This design comes from an exercise in tuning for small area and a short achievable clock period on the open sky130 flow, not from production work.
In this exercise RTL edits were held to simulation tests only and were not proved equivalent to the original.

==> flow/design.v (outline; a module is shown in full before it is edited, if it fits) <==
// module part2: 932 lines
// module fpmul: 76 lines
module fpmul (
	input             clk,
	input      [31:0] X,
	input      [31:0] Y,
	output     [31:0] result,
	output reg        zero,
	output reg        underflow,
	output reg        overflow,
	output reg        nan
);
  // ...
==> flow/run.sh <==
#!/bin/bash
# synth_recipe.tcl (not shown) runs the flow's synth.tcl, then flattens the netlist and writes it again
# the make line also repeats each setting of config.mk as NAME=value (left out here)
make -C /OpenROAD-flow-scripts/flow DESIGN_CONFIG=/design/flow/config.mk WORK_HOME=/design/flow/orfs CLKGATE_MAP_FILE= SYNTH_SCRIPT=/design/flow/synth_recipe.tcl finish
==> flow/config.mk <==
export PLATFORM = sky130hd
export DESIGN_NAME = fpmul
export DESIGN_NICKNAME = fpmul
export VERILOG_FILES = /design/flow/design.v
export SDC_FILE = /design/flow/constraint.sdc
export NUM_CORES = 4
export LEC_CHECK = 0
export CAP_MARGIN = 20
export CORE_MARGIN = 2
export CORE_UTILIZATION = 40
export SETUP_SLACK_MARGIN = 5
export SLEW_MARGIN = 20
==> flow/constraint.sdc <==
create_clock -name core_clock -period 8.0 [get_ports {clk}]
set_input_delay 1.6000 -clock core_clock [delete_from_list [all_inputs] [get_ports {clk}]]
set_output_delay 1.6000 -clock core_clock [all_outputs]
set_load 0.01 [all_outputs]
==> run summary, run 1 <==
status -> complete, no violations
GR Util met3 -> 0.0896
Vias per Instance -> 5.75
Hold Crit Start -> zero_q$_DFF_P_
# hold bufs at CTS -> 0
top-count cell post-synth -> xnor2_1
Adder-Cell Fraction of Synth Area -> 0.378
Post-synth EDFFs -> 0
met1 wire length -> 25000 um
hpwl dp -> 40300 um
setup bufs post-CTS -> 115
met3 wire len -> 7700 um
Die ar. -> 45500 sq um
worst rel slew slack -> 0.276
Die X -> 213 um
Layout fillers -> 3740
post-synthesis sequential area ratio -> 0.128
Post-Syn Area -> 17500 sq um
top layer in use -> met4
top cell type's share of synthesized area -> 0.292
final setup TNS -> 0 ns
IO buf count -> 100
diode count -> 0
WP buf/inv -> 2
critical path required time -> 8.26 ns
hold slack -> 0.428 ns
CTS Root Cell -> clkbuf_16
IO Pins -> 101
Final Cell Area -> 23700 sq um
Starting DRT DRC Count -> 1853
==> inputs of run 2 (changes only) <==
--- a/flow/config.mk
+++ b/flow/config.mk
@@ -9,4 +9,4 @@
 export CORE_MARGIN = 2
 export CORE_UTILIZATION = 40
-export SETUP_SLACK_MARGIN = 5
+export SETUP_SLACK_MARGIN = 4
 export SLEW_MARGIN = 20
==> run summary, run 2 <==
wire per inst -> 22.8 um (was 23.8 um)
final hold vios -> 0 (unchanged)
diode count -> 0 (unchanged)
status -> complete, no violations (unchanged)
Hold WC Path Type -> reg2reg (unchanged)
Final Max Slew Viols -> 0 (unchanged)
Post-synth EDFFs -> 0 (unchanged)
critical path required time -> 6.40 ns (was 8.26 ns)
Main synth FF type -> dfxtp_1 (unchanged)
largest net degree at the start of global routing -> 28 (was 26)
minimum clock period -> 4.91 ns (was 4.79 ns)
most common cell after layout, fill and taps aside -> xnor2_1 (was inv_1)
Final setup viols -> 0 (unchanged)
IO buf count -> 100 (unchanged)
# DRC -> 0 (unchanged)
Worst Path Arrival -> 3.31 ns (was 5.05 ns)
CP peak stage delay -> 0.39 ns (was 0.54 ns)
remaining antenna violation count -> 0 (unchanged)
IO Pins -> 101 (unchanged)
clock sinks -> 112 (unchanged)
Adder-Cell Fraction of Synth Area -> 0.378 (unchanged)
clock slew at reported path FFs -> 0.10 ns (was 0.09 ns)
Synth Area in XOR/XNOR -> 0.176 (unchanged)
Core ar. -> 43200 sq um (unchanged)
Post-Syn Area -> 17500 sq um (unchanged)
CTS buffer count -> 9 (unchanged)
Syn Inst Count -> 1884 (unchanged)
Die H -> 213 um (unchanged)
register bit count reported by yosys -> 112 (unchanged)
Biggest register -> s0_q (unchanged)
post-synthesis mux area share -> 0.000572 (unchanged)
CTS tree -> done (unchanged)
Worst-Skew Late Latency -> 0.37 ns (was 0.38 ns)
Rows -> 76 (unchanged)
hpwl dp -> 39900 um (was 40300 um)
vias in the first global route -> 15534 (was 15404)
CTS Root Cell -> clkbuf_16 (unchanged)
vias -> 15008 (was 15285)
most frequent cells in the layout -> xnor2_1 (288), inv_1 (279), a22oi_1 (203), fa_1 (199), buf_4 (106) (was inv_1 (276), xnor2_1 (263), fa_1 (190), a22oi_1 (186), buf_4 (120))
Vias per Instance -> 5.67 (was 5.75)
routability congestion estimate from global placement -> 0.879 (was 0.903)
Crit Path Max Fanout -> 7 (was 6)
Post-synth ARST share -> 0 (unchanged)
worst rel slew slack -> 0.441 (was 0.276)
first-pass GRT wire length -> 90500 um (was 92800 um)
Crit. End Element -> output port (was flip-flop)
final setup TNS -> 0 ns (unchanged)
DRT Wirelength -> 60400 um (was 63200 um)
RSZ-0062 raised after global routing -> true (unchanged)
Worst path slowest cell -> dfxtp_4 (was fa_1)
Setup Crit Path Kind -> reg2out (was reg2reg)
crit start category -> flip-flop (unchanged)
synth unique cells -> 54 (unchanged)
share of post-route cells with drive strength above 1 -> 0.275 (was 0.324)
initial antenna violation count -> 0 (unchanged)
biggest regs -> s0_q: 25 flops, xm_q: 23 flops (unchanged)
Die X -> 213 um (unchanged)
crit path cell chain -> nand4_1, o21bai_4, a41o_1, a31o_4, ha_4, ha_4, and3_4, nand3_4, buf_6, buf_12, xnor2_4, buf_6, nand2_2, and3_4, buf_6 (was buf_12, a22oi_2, xnor2_2, fa_2, fa_2, fa_1, fa_2, fa_1, fa_1, inv_2, ha_4, a21o_1, a21oi_4, o21bai_1, a21oi_1, xnor2_1)
Starting DRT DRC Count -> 1597 (was 1853)
largest family of logic cells by synthesized area -> adder cells (unchanged)
Starting Density -> 0.405 (unchanged)
post-synthesis sequential area ratio -> 0.128 (unchanged)
simple logic cell fraction of the synthesized area -> 0.0651 (unchanged)
Compound-Gate Fraction of Synth Area -> 0.150 (unchanged)
top cells by area, synth -> fa_1 (29%), xnor2_1 (16%), dfxtp_1 (13%) (unchanged)
H-Tree Depth -> 3 (unchanged)
Synth area leader -> fa_1 (unchanged)
Worst Tran Pin Value -> 0.838 ns (was 1.08 ns)
Total Routing Usage GR -> 0.263 (was 0.274)
drt first pass iters -> 6 (was 8)
yosys warns -> 1 (unchanged)
nets -> 2500 (was 2511)
Mapped Nets -> 2325 (unchanged)
Die ar. -> 45500 sq um (unchanged)
top cell type's share of synthesized area -> 0.292 (unchanged)
maxcap violations -> 0 (unchanged)
P&R area growth vs syn -> 29.8% (was 35.1%)
Max clock buf depth -> 2 (unchanged)
Mean Syn Cell Area -> 9.29 sq um (unchanged)
commonest cells in the netlist -> xnor2_1 (311), inv_1 (308), a22oi_1 (263), fa_1 (255), ha_1 (121) (unchanged)
final period utilization -> 0.614 (was 0.599)
max reg flops -> 25 (unchanged)
GRT overflow -> 0 (unchanged)
top-count cell post-synth -> xnor2_1 (unchanged)
Most common cell on crit path -> buf_6
maximum clock rate -> 0.204 GHz (was 0.209 GHz)
Setup Skew -> 0.0138 ns (was 0.0236 ns)
run 2: through the flow:
step,util,hold WS (ns),cell area [sq um],worst slack (ns),instances
after floorplan,-,0.376,18400,3.42,1884
after global placement,0.448,0.404,19300,1.63,2467
after detailed placement,0.448,0.407,19300,1.64,2467
after CTS,0.503,0.419,21700,3.00,2599
after global routing,0.526,0.432,22700,2.94,2649
final,0.526,0.422,22700,3.09,2649
run 2: cells by family after synthesis:
| family | Yosys count |
|---|---|
| DFF | 112 |
| and+or+nand+nor | 218 |
| AOI/OAI and AO/OA | 365 |
| muxes | 1 |
| buffers and inverters | 464 |
| xor gates and xnor gates | 348 |
| adders and majority gates | 376 |
run 2: timing repair:
action | in CTS | in global routing
setup buffers | 105 | 47
resized for setup | 388 | 165
pin swaps | 110 | 85
gates cloned | 11 | 2
setup endpoints to repair | 59 | 54
hold buffers | 0 | 0
run 2: worst paths after layout:
kind                                      end  depth (start not counted)  slack [ns]              from
worst max-delay path                result[3]                         15        3.09     c23_q$_DFF_P_
worst max register to register  c23_q$_DFF_P_                         17        3.12  xm_q[10]$_DFF_P_
worst min register to register   zero$_DFF_P_                          0        0.42    zero_q$_DFF_P_
worst min-delay path             zero$_DFF_P_                          0        0.42    zero_q$_DFF_P_
run 2: area by class of cell:
cell class                 count  area [sq um]
timing repair buffer         310          3340
sequential                   112          2400
inverter                     316          1250
clock inverter                 7          97.6
fill                        3827         20500
tap                          585           732
clock buffer                   9           225
multi-input combinational   1310         14700
run 2: worst max-delay path, delay by kind of cell (launching register included):
kind	cells	cell delay [ns]
AOI/OAI and AO/OA	3	0.63
xor gates and xnor gates	1	0.35
adders and majority gates	2	0.28
buffers and inverters	4	0.58
DFF	1	0.39
and+or+nand+nor	5	0.69
run 2: per-layer routing:
metal	up-vias	routed length [um]	GRT usage
met3	166	6610	0.0610
met4	0	1920	0.0773
met2	861	27300	0.418
met5	-	0	0
li1	6509	-	-
met1	7472	24500	0.357
==> inputs of run 3 (changes only) <==
--- a/flow/config.mk
+++ b/flow/config.mk
@@ -9,4 +9,3 @@
 export CORE_MARGIN = 2
 export CORE_UTILIZATION = 40
-export SETUP_SLACK_MARGIN = 4
 export SLEW_MARGIN = 20
==> run summary, run 3 <==
max reg flops -> 25 (unchanged)
Die X -> 213 um (unchanged)
clock slew at reported path FFs -> 0.10 ns (about the same)
yosys warns -> 1 (unchanged)
share of post-route cells with drive strength above 1 -> 0.0410 (was 0.275)
# hold bufs at CTS -> 0 (unchanged)
Starting DRT DRC Count -> 1361 (was 1597)
CTS tree -> done (unchanged)
most frequent cells in the layout -> xnor2_1 (311), inv_1 (308), a22oi_1 (263), fa_1 (255), ha_1 (121) (was xnor2_1 (288), inv_1 (279), a22oi_1 (203), fa_1 (199), buf_4 (106))
routability congestion estimate from global placement -> 0.923 (was 0.879)
PostCTS Resize Cnt -> 0 (was 388)
critical path required time -> 8.28 ns (was 6.40 ns)
Mapped Nets -> 2325 (unchanged)
synth unique cells -> 54 (unchanged)
minimum clock period -> 6.30 ns (was 4.91 ns)
final period utilization -> 0.788 (was 0.614)
commonest cells in the netlist -> xnor2_1 (311), inv_1 (308), a22oi_1 (263), fa_1 (255), ha_1 (121) (unchanged)
wire per inst -> 21.2 um (was 22.8 um)
Hold WC Path Type -> reg2reg (unchanged)
hpwl dp -> 38900 um (was 39900 um)
largest net degree at the start of global routing -> 35 (was 28)
RSZ-0062 raised after global routing -> false (was true)
worst rel slew slack -> 0.235 (was 0.441)
final setup TNS -> 0 ns (unchanged)
Post-Syn Area -> 17500 sq um (unchanged)
Synth area leader -> fa_1 (unchanged)
biggest regs -> s0_q: 25 flops, xm_q: 23 flops (unchanged)
vias in the first global route -> 14425 (was 15534)
Die ar. -> 45500 sq um (unchanged)
post-synthesis sequential area ratio -> 0.128 (unchanged)
crit start category -> flip-flop (unchanged)
Syn Inst Count -> 1884 (unchanged)
drt first pass iters -> 6 (unchanged)
IO buf count -> 100 (unchanged)
most common cell after layout, fill and taps aside -> xnor2_1 (unchanged)
# DRC -> 0 (unchanged)
met2 wire length -> 24000 um (was 27300 um)
maximum clock rate -> 0.159 GHz (was 0.204 GHz)
Rows -> 76 (unchanged)
remaining antenna violation count -> 0 (unchanged)
met1 wire length -> 21600 um (was 24500 um)
met3 wire len -> 5400 um (was 6610 um)
nets -> 2337 (was 2500)
diode count -> 0 (unchanged)
clock sinks -> 112 (unchanged)
Core ar. -> 43200 sq um (unchanged)
Main synth FF type -> dfxtp_1 (unchanged)
initial antenna violation count -> 0 (unchanged)
top cell type's share of synthesized area -> 0.292 (unchanged)
top-count cell post-synth -> xnor2_1 (unchanged)
Worst Tran Pin Value -> 1.15 ns (was 0.838 ns)
maxcap violations -> 0 (unchanged)
status -> complete, no violations (unchanged)
first-pass GRT wire length -> 81700 um (was 90500 um)
Worst-Skew Late Latency -> 0.39 ns (was 0.37 ns)
Die H -> 213 um (unchanged)
Max clock buf depth -> 2 (unchanged)
Crit. End Element -> flip-flop (was output port)
Starting Density -> 0.405 (unchanged)
CTS Root Cell -> clkbuf_16 (unchanged)
top layer in use -> met4 (unchanged)
Setup Skew -> 0.0236 ns (was 0.0138 ns)
final hold vios -> 0 (unchanged)
top cells by area, synth -> fa_1 (29%), xnor2_1 (16%), dfxtp_1 (13%) (unchanged)
P&R area growth vs syn -> 10.4% (was 29.8%)
vias -> 13844 (was 15008)
setup bufs post-CTS -> 0 (was 105)
Total Routing Usage GR -> 0.239 (was 0.263)
Crit Path Max Fanout -> 14 (was 7)
DRT Wirelength -> 52700 um (was 60400 um)
Post-synth ARST share -> 0 (unchanged)
Mean Syn Cell Area -> 9.29 sq um (unchanged)
H-Tree Depth -> 3 (unchanged)
Biggest register -> s0_q (unchanged)
Final Max Slew Viols -> 0 (unchanged)
Setup Crit Path Kind -> reg2reg (was reg2out)
CTS buffer count -> 9 (unchanged)
Final setup viols -> 0 (unchanged)
register bit count reported by yosys -> 112 (unchanged)
IO Pins -> 101 (unchanged)
GRT overflow -> 0 (unchanged)
Post-synth EDFFs -> 0 (unchanged)
Vias per Instance -> 5.57 (was 5.67)
Worst Path Arrival -> 6.58 ns (was 3.31 ns)
==> run 3: metal layers <==
metal	GRT usage	vias to the layer above
met5	0	-
met4	0.0781	0
met3	0.0579	123
met2	0.381	725
met1	0.318	6836
li1	-	6160
==> run 3: cell type report <==
| class | instances | area, sq um |
|---|---|---|
| Sequential cell | 112 | 2240 |
| Fill cell | 4215 | 23900 |
| Inverter | 316 | 1190 |
| Multi-Input combinational cell | 1308 | 13500 |
| Clock inverter | 6 | 83.8 |
| Clock buffer | 10 | 239 |
| Tap cell | 585 | 732 |
| Timing Repair Buffer | 149 | 1370 |
==> run 3: final timing paths <==
path | from | end | slack (ns) | cells past startpoint
setup / recovery | neg_q[10]$_DFF_P_ | c23_q$_DFF_P_ | 1.70 | 15
hold / removal | zero_q$_DFF_P_ | zero$_DFF_P_ | 0.41 | 0
setup reg to reg | neg_q[10]$_DFF_P_ | c23_q$_DFF_P_ | 1.70 | 15
hold reg to reg | zero_q$_DFF_P_ | zero$_DFF_P_ | 0.41 | 0
==> run 3: metrics by stage <==
| step | worst slack, ns | hold WS (ns) | area, sq um | cells | util |
|---|---|---|---|---|---|
| after floorplan | 3.00 | 0.376 | 17500 | 1884 | - |
| after global placement | 1.81 | 0.402 | 19000 | 2470 | 0.440 |
| after detailed placement | 1.67 | 0.397 | 19000 | 2470 | 0.440 |
| after CTS | 1.67 | 0.409 | 19300 | 2486 | 0.447 |
| after global routing | 1.47 | 0.427 | 19300 | 2486 | 0.447 |
| final | 1.70 | 0.413 | 19300 | 2486 | 0.447 |
==> run 3: cells by family after synthesis <==
family	share of synthesized area
buffers and inverters	0.103
XOR/XNOR	0.176
adder cells (fa/ha/maj)	0.378
AND/OR/NAND/NOR	0.0651
multiplexers	0.000572
flip-flops	0.128
AO/OA/AOI/OAI	0.150
==> run 3: worst max-delay path: stages, from the launching register on <==
cell and delay (ns):
dfxtp_1 0.77, clkinv_1 0.85, xnor2_1 0.39, fa_1 0.54
inv_1 0.06, fa_1 0.57, inv_1 0.08, fa_1 0.53
inv_1 0.05, fa_1 0.44, ha_1 0.32, ha_1 0.33
nand4_1 0.29, nor4_1 0.38, o21ai_0 0.32, o211ai_1 0.25

-- static timing again, ports no longer ideal --
The results above use ideal ports. As a check the final layouts listed here were re-extracted and re-timed, cells and wires unchanged.
Step 1 sets driving cells, clkbuf_16 on the clock port and buf_2 on the other inputs (assumed; they add their load-dependent delay and slew).
Step 2 times the ports against the registers' clock, not the clock port: input delays grow and output delays shrink by t, the midpoint of the rising clock arrivals with the driver on.
Slacks: ideal / step 1 / step 2; pairs: ideal / step 1.
| run | t (ns) | setup WS [ns] | slew at the worst register clock pin (ns) | worst slew at a driven data input, ns |
|---|---|---|---|---|
| run 1 | 0.425 | 3.206 / 3.192 / 3.206 | 0.09 / 0.09 | 0.04 |
| run 2 | 0.412 | 3.090 / 3.042 / 3.117 | 0.10 / 0.10 | 0.04 |
| run 3 | 0.425 | 1.699 / 1.699 / 1.699 | 0.10 / 0.10 | 0.03 |
After both steps setup and hold are still met in every run listed.
